This is an optimization exercise on Yosys and OpenROAD, whose aim is small area, not a production implementation.
In this exercise RTL edits were held to simulation tests only and were not proved equivalent to the original.
The flow treats the clock pin as an ideal source. Dropping or thinning the clock tree relies on that and would not hold on a real chip.
No activity file was given, so power comes from the tool's default toggle rates.

job 992:
// Timer_PWM_Generator
module Timer_PWM_Generator(
    input wire clk,                 
    input wire reset,               
    input wire [1:0] TMR_SRC,       
    input wire [1:0] TMR_MODE,      
    input wire [15:0] TIMER_TOP,    
    input wire [15:0] PWM_CNTA,     
    input wire [15:0] PWM_CNTB,     
    output wire PWM_OUTA,           
    output wire PWM_OUTB,           
    output wire timer_interrupt     
);
export LEC_CHECK = 0
export CAP_MARGIN = 20
export CORE_MARGIN = 2
export CORE_UTILIZATION = 40
export SLEW_MARGIN = 20
create_clock -name core_clock -period 4.0 [get_ports {clk}]
standard.sh (not shown) runs the stock make flow with config.mk's settings and CLKGATE_MAP_FILE= SYNTH_SCRIPT=/design/flow/synth_recipe.tcl, a recipe that flattens the netlist after the stock synthesis.
==> flow/flow/run.sh <==
#!/bin/bash
# Own layout flow: the standard synthesis script, except that ABC maps the
# logic with an area-oriented script (flow/area.abc); then the standard ORFS
# steps, with small port buffers and a clock tree without dummy loads.
set -euo pipefail
W=$(pwd)
F=$W/flow
mkdir -p $W/myflow
# synth.tcl with the ABC script replaced
sed 's#^\(\s*\)log_cmd abc {\*}\$abc_args#\1set abc_args [lreplace $abc_args 1 1 '"$F"'/area.abc]\n\1log_cmd abc {*}$abc_args#' \
  $FLOW_HOME/scripts/synth.tcl > $W/myflow/synth.tcl
grep -q "area.abc" $W/myflow/synth.tcl
sed 's#\$::env(SCRIPTS_DIR)/synth.tcl#'"$W"'/myflow/synth.tcl#' $W/synth_recipe.tcl > $W/myflow/synth_recipe.tcl
grep -q "myflow/synth.tcl" $W/myflow/synth_recipe.tcl

KNOBS=()
[[ -f $F/knobs.txt ]] && mapfile -t KNOBS < <(grep -v '^#' $F/knobs.txt | grep . | sed "s|@FLOW@|$F|g")

make -C $FLOW_HOME DESIGN_CONFIG=$W/config.mk WORK_HOME=$W/orfs CLKGATE_MAP_FILE= \
  SYNTH_SCRIPT=$W/myflow/synth_recipe.tcl "${KNOBS[@]}" finish > $W/make_finish.log 2>&1
R=$W/orfs/results/$FLOW_PLATFORM/Timer_PWM_Generator/base
: # left out here: write the final layout as DEF
==> flow/flow/knobs.txt <==
# extra make variables for the ORFS run, one per line (@FLOW@ is this folder)
BUFFER_PORTS_ARGS=-buffer_cell sky130_fd_sc_hd__buf_1
ADDER_MAP_FILE=
PRE_CTS_TCL=@FLOW@/clock.tcl
MYCLK_N=3
MYCLK_CELL=sky130_fd_sc_hd__clkbuf_8
Other scripts of this flow, unchanged in this note and not shown: flow/flow/area.abc, flow/flow/clock.tcl
Job 992 finished every step from synthesis to the final layout, and the layout passed the timing, DRC and antenna checks.
> inputs changed (job 992 -> job 5836)
--- a/flow/flow/knobs.txt
+++ b/flow/flow/knobs.txt
@@ -5,2 +5,7 @@
 MYCLK_N=3
 MYCLK_CELL=sky130_fd_sc_hd__clkbuf_8
+CORE_UTILIZATION=70
+PLACE_DENSITY=0.85
+SLEW_MARGIN=0
+CAP_MARGIN=0
+GPL_TIMING_DRIVEN=0
Results
Cmp job 992 and job 5836 / clock share of power / lower: job 5836. The run showing the greater sequential share of layout area is job 5836. Job 5836 | stages: all done | timing, DRC, antenna: all pass. Compared with job 992, in job 5836 cell area down 2.5%, register cell area after layout flat, width of the chip down about 23%, global-route usage up 12 points.
Changes in job 9100 relative to job 5836:
==> flow/flow/knobs.txt <==
# extra make variables for the ORFS run, one per line (@FLOW@ is this folder)
BUFFER_PORTS_ARGS=-buffer_cell sky130_fd_sc_hd__buf_1
ADDER_MAP_FILE=
PRE_CTS_TCL=@FLOW@/clock.tcl
MYCLK_N=2
MYCLK_CELL=sky130_fd_sc_hd__clkbuf_16
--- outcome ---
- Compared with job 5836, job 9100 shows a part of the total power dissipated in the clock network that is 2.8 points higher.
- Between job 5836 and job 9100, critical path depth increased.
- Job 9100 vs job 5836: final cell count up
- Comparing job 9100 and job 5836, the lower layout net count was measured on job 5836.
- Ratio of routed vias to standard cells came out lower on job 9100 than on job 5836.
- Going from job 5836 to job 9100, power per unit of standard cell area grew slightly.
- In the final reports, the cell area of job 9100 is larger than that of job 5836.
[inputs] job 9985 vs job 9100
--- a/flow/flow/knobs.txt
+++ b/flow/flow/knobs.txt
@@ -3,4 +3,6 @@
 ADDER_MAP_FILE=
 PRE_CTS_TCL=@FLOW@/clock.tcl
-MYCLK_N=2
-MYCLK_CELL=sky130_fd_sc_hd__clkbuf_16
+MYCLK_N=3
+MYCLK_CELL=sky130_fd_sc_hd__clkbuf_8
+CORE_UTILIZATION=70
+PLACE_DENSITY=0.85
[summary]
- Compared to job 9100, job 9985 shows a narrower setup margin.
- Cmp job 9985 and job 9100 / power / lower: job 9985
- [job 9985] area added between synthesis and finish fell 2.5 points relative to job 9100
- Against job 9100, leakage dissipation in job 9985 fell slightly.
In every run of this note, the design's own scripts or RTL, not TritonCTS, make the clock network.

* * *

== v59 ==
The RTL this note starts from:
==> flow/design.v <==
module Timer_NormalMode(
    input wire clk,
    input wire reset,
    output reg irq_timer
);
    reg [15:0] lfsr;
    wire low_zero = ~|lfsr[14:0];
    wire feedback = lfsr[15] ^ lfsr[13] ^ lfsr[12] ^ lfsr[10] ^ low_zero;
    always @(posedge clk or posedge reset) begin
        if (reset) begin
            lfsr <= 16'b0;
            irq_timer <= 1'b0;
        end else begin
            lfsr <= {lfsr[14:0], feedback};
            irq_timer <= lfsr[15] & low_zero;   
        end
    end
endmodule
module Fast_PWM(
    input wire clk,
    input wire reset,
    input wire [15:0] timer_top,
    input wire [15:0] pwm_cnta,
    input wire [15:0] pwm_cntb,
    output reg pwm_outa,
    output reg pwm_outb
);
    function ltn(input [15:0] na, input [15:0] b);
        integer i;
        reg r;
        begin
            r = 1'b0;
            for (i = 0; i < 16; i = i + 1)
                r = (na[i] & b[i]) | (na[i] & r) | (b[i] & r);
            ltn = r;
        end
    endfunction
    reg [15:0] cnt_n;
    always @(posedge clk or posedge reset) begin
        if (reset) begin
            cnt_n <= 16'hFFFF;
            pwm_outa <= 0;
            pwm_outb <= 0;
        end else begin
            cnt_n <= ltn(cnt_n, timer_top) ? cnt_n - 1'b1 : 16'hFFFF;
            pwm_outa <= ltn(cnt_n, pwm_cnta);
            pwm_outb <= ltn(cnt_n, pwm_cntb);
        end
    end
endmodule
module PhaseCorrectPWM(
    input wire clk,
    input wire reset,
    input wire [15:0] top,
    input wire [15:0] pwm_a,
    input wire [15:0] pwm_b,
    output reg pwm_outa,
    output reg pwm_outb
);
    function ltn(input [15:0] na, input [15:0] b);
        integer i;
        reg r;
        begin
            r = 1'b0;
            for (i = 0; i < 16; i = i + 1)
                r = (na[i] & b[i]) | (na[i] & r) | (b[i] & r);
            ltn = r;
        end
    endfunction
    reg [15:0] cnt_n;
    reg direction;  
    reg [16:0] t;
    integer i;
    always @(*) begin
        t[0] = 1'b1;
        for (i = 0; i < 16; i = i + 1)
            t[i+1] = t[i] & ~(cnt_n[i] ^ direction);
    end
    wire up_ok = ltn(cnt_n, top);
    wire move = direction ? ~t[16] : up_ok;
    always @(posedge clk or posedge reset) begin
        if (reset) begin
            cnt_n <= 16'hFFFF;
            direction <= 0;
            pwm_outa <= 0;
            pwm_outb <= 0;
        end else begin
            if (move) cnt_n <= cnt_n ^ t[15:0];
            else direction <= ~direction;
            pwm_outa <= ltn(cnt_n, pwm_a);
            pwm_outb <= ltn(cnt_n, pwm_b);
        end
    end
endmodule
module Timer_PWM_Generator(
    input wire clk,                 
    input wire reset,               
    input wire [1:0] TMR_SRC,       
    input wire [1:0] TMR_MODE,      
    input wire [15:0] TIMER_TOP,    
    input wire [15:0] PWM_CNTA,     
    input wire [15:0] PWM_CNTB,     
    output wire PWM_OUTA,           
    output wire PWM_OUTB,           
    output wire timer_interrupt     
);
    wire irq_timer_normal;
    wire pwm_outa_fast, pwm_outb_fast;
    wire pwm_outa_phase, pwm_outb_phase;
    Timer_NormalMode normal_mode_inst (
        .clk(clk),
        .reset(reset),
        .irq_timer(irq_timer_normal)
    );
    Fast_PWM fast_pwm_inst (
        .clk(clk),
        .reset(reset),
        .pwm_outa(pwm_outa_fast),
        .pwm_outb(pwm_outb_fast),
        .timer_top(TIMER_TOP),
        .pwm_cnta(PWM_CNTA),
        .pwm_cntb(PWM_CNTB)
    );
    PhaseCorrectPWM phase_pwm_inst (
        .clk(clk),
        .reset(reset),
        .top(TIMER_TOP),
        .pwm_a(PWM_CNTA),
        .pwm_b(PWM_CNTB),
        .pwm_outa(pwm_outa_phase),
        .pwm_outb(pwm_outb_phase)
    );
    assign PWM_OUTA = TMR_MODE[0] ? (~TMR_MODE[1] & pwm_outa_fast)
                                  : ( TMR_MODE[1] & pwm_outa_phase);
    assign PWM_OUTB = TMR_MODE[0] ? (~TMR_MODE[1] & pwm_outb_fast)
                                  : ( TMR_MODE[1] & pwm_outb_phase);
    assign timer_interrupt = ~TMR_MODE[0] & ~TMR_MODE[1] & irq_timer_normal;
endmodule
==> flow/config.mk <==
export PLATFORM = sky130hd
export DESIGN_NAME = Timer_PWM_Generator
export DESIGN_NICKNAME = Timer_PWM_Generator
export VERILOG_FILES = /design/flow/design.v
export SDC_FILE = /design/flow/constraint.sdc
export NUM_CORES = 4
export LEC_CHECK = 0
export CAP_MARGIN = 20
export CORE_MARGIN = 2
export CORE_UTILIZATION = 40
export SLEW_MARGIN = 20
==> flow/constraint.sdc <==
create_clock -name core_clock -period 4.0 [get_ports {clk}]
set_input_delay 0.8000 -clock core_clock [delete_from_list [all_inputs] [get_ports {clk}]]
set_output_delay 0.8000 -clock core_clock [all_outputs]
set_load 0.01 [all_outputs]
==> flow/flow/area.abc <==
strash; dc2; &get -n; &dch -f; &nf -R 1000; &put; strash; dc2; &get -n; &dch -f; &nf -R 1000; &put
==> flow/flow/knobs.txt <==
# extra make variables for the ORFS run, one per line (@FLOW@ is this folder)
BUFFER_PORTS_ARGS=-buffer_cell sky130_fd_sc_hd__buf_1
ADDER_MAP_FILE=
PRE_CTS_TCL=@FLOW@/clock.tcl
MYCLK_N=2
MYCLK_CELL=sky130_fd_sc_hd__clkbuf_16
CORE_UTILIZATION=70
PLACE_DENSITY=0.85
SLEW_MARGIN=0
CAP_MARGIN=0
GPL_TIMING_DRIVEN=0
Scripts as last shown in full above: flow/flow/run.sh
Other scripts of this flow, unchanged in this note and not shown: flow/flow/clock.tcl
Here is what was changed in the inputs of v30 compared with v59.
==> flow/flow/area.abc <==
strash; &get -n; &fraig -x; &put; scorr; dc2; dretime; strash; &get -n; &dch -f; &nf -R 1000; &put
Results
- Compared with v59, in v30 global-route wire length before repair fell by 89 microns; final cell count without fillers shrank by 2.
- Between v30 and v59, it is v30 whose length of routed wiring on met1 is lower, by 2.6%.
- From v59 to v30 the numbers moved as follows: met3 wirelength from detailed routing +23%, fraction of the cycle the final worst path needs -1.4 points, register-to-register slack +0.08 ns.
- Summary of v30 over v59: arrival time at the worst endpoint fell 0.07 ns, power about even.
- On routed wire length, v30 and v59 are neck and neck.
> inputs changed (v30 -> v58)
diff --git a/flow/flow/run.sh b/flow/flow/run.sh
--- a/flow/flow/run.sh
+++ b/flow/flow/run.sh
@@ -2,4 +2,8 @@
 # Own layout flow: the standard synthesis script, except that ABC maps the
-# logic with an area-oriented script (flow/area.abc); then the standard ORFS
-# steps, with small port buffers and a clock tree without dummy loads.
+# logic with an area-oriented script (flow/area.abc) and no adder cells are
+# extracted; then the standard ORFS steps with the make variables in
+# flow/knobs.txt: buf_1 port buffers, a denser floorplan, and flow/clock.tcl
+# in place of TritonCTS (one level of clock buffers fed by the clock port).
+# Logs: make_finish.log (all of make's output; ORFS's per-step logs are under
+# orfs/logs) and write_def.log.
 set -euo pipefail
==> flow/flow/area.abc <==
strash; dc2; &get -n; &dch -f; &nf -R 1000; &put; strash; dc2; &get -n; &dch -f; &nf -R 1000; &put
Notes after the runs:
v58 completed; timing, DRC and antenna clean
Clock transition time at the flip-flop clock pins of the worst setup and hold paths essentially unchanged between v58 and v30.
Relative to v30, the cell area reported after detailed placement of v58 is lower by 25 sq um.
~same utilization in v58 and v30
Total power of v58 is on par with v30.
End point of the critical path = phase_pwm_inst.cnt_n[7]: v30; end point of the critical path = phase_pwm_inst.cnt_n[13]: v58
Relative to v30, the post-placement cell count measured on v58 has increased slightly.
Cell count after synthesis was higher in the run labelled v58.
When v58 is set beside v30, its sequential share of cell area turns out to be 0.24 points larger.
Total power density per cell area ended up about 0.5% higher on v58 than on v30.
Inputs modified between v58 and v27:
diff --git a/flow/flow/run.sh b/flow/flow/run.sh
--- a/flow/flow/run.sh
+++ b/flow/flow/run.sh
@@ -2,8 +2,4 @@
 # Own layout flow: the standard synthesis script, except that ABC maps the
-# logic with an area-oriented script (flow/area.abc) and no adder cells are
-# extracted; then the standard ORFS steps with the make variables in
-# flow/knobs.txt: buf_1 port buffers, a denser floorplan, and flow/clock.tcl
-# in place of TritonCTS (one level of clock buffers fed by the clock port).
-# Logs: make_finish.log (all of make's output; ORFS's per-step logs are under
-# orfs/logs) and write_def.log.
+# logic with an area-oriented script (flow/area.abc); then the standard ORFS
+# steps, with small port buffers and a clock tree without dummy loads.
 set -euo pipefail
==> flow/flow/area.abc <==
strash; &get -n; &fraig -x; &put; scorr; dc2; dretime; strash; &get -n; &dch -f; &nf -R 1000; &put
diff --git a/flow/flow/knobs.txt b/flow/flow/knobs.txt
--- a/flow/flow/knobs.txt
+++ b/flow/flow/knobs.txt
@@ -4,4 +4,4 @@
 PRE_CTS_TCL=@FLOW@/clock.tcl
-MYCLK_N=2
-MYCLK_CELL=sky130_fd_sc_hd__clkbuf_16
+MYCLK_N=3
+MYCLK_CELL=sky130_fd_sc_hd__clkbuf_8
 CORE_UTILIZATION=70
@@ -10,2 +10 @@
 CAP_MARGIN=0
-GPL_TIMING_DRIVEN=0
==> notes.md <==
Per the comparison of v27 with v58, horizontal extent of the die grew by 0.39%; clock period minus worst slack shrank by 0.12 ns; summed area of non-filler cells in the final layout grew by 0.90%.
In every run of this note, the design's own scripts or RTL, not TritonCTS, make the clock network.

[what the ideal ports hide]
Ports are ideal in the flow. The routed layouts listed here were re-timed in OpenROAD. Step 1 assumes that a clkbuf_16 drives the clock port and a buf_2 every other input. Step 2, shift: input delay + t, output delay - t, t = (earliest + latest rising clock arrival at the registers) / 2. This alone moves slack from input paths to output paths. a / b / c = ideal ports / drivers / drivers and shift; a / b = the first two.
run	shift t [ns]	slack for setup (ns)	hold WS [ns]	worst slew at a driven data input, ns
job 992	0.216	0.532 / 0.561 / 0.345	0.381 / 0.381 / 0.381	0.05
job 5836	0.209	0.388 / 0.414 / 0.206	0.374 / 0.374 / 0.374	0.04
job 9100	0.214	0.503 / 0.529 / 0.315	0.381 / 0.381 / 0.381	0.05
job 9985	0.207	0.467 / 0.488 / 0.281	0.382 / 0.382 / 0.382	0.04
v59	0.208	0.344 / 0.370 / 0.161	0.379 / 0.379 / 0.379	0.04
v30	0.204	0.399 / 0.422 / 0.219	0.383 / 0.383 / 0.383	0.03
v58	0.208	0.344 / 0.370 / 0.161	0.379 / 0.379 / 0.379	0.04
v27	0.207	0.464 / 0.484 / 0.278	0.382 / 0.382 / 0.382	0.04
After both steps setup and hold are still met in every run listed. The setup slack of job 9100, which loses most, moves by +0.026 ns with the drivers and by -0.188 ns with both steps.
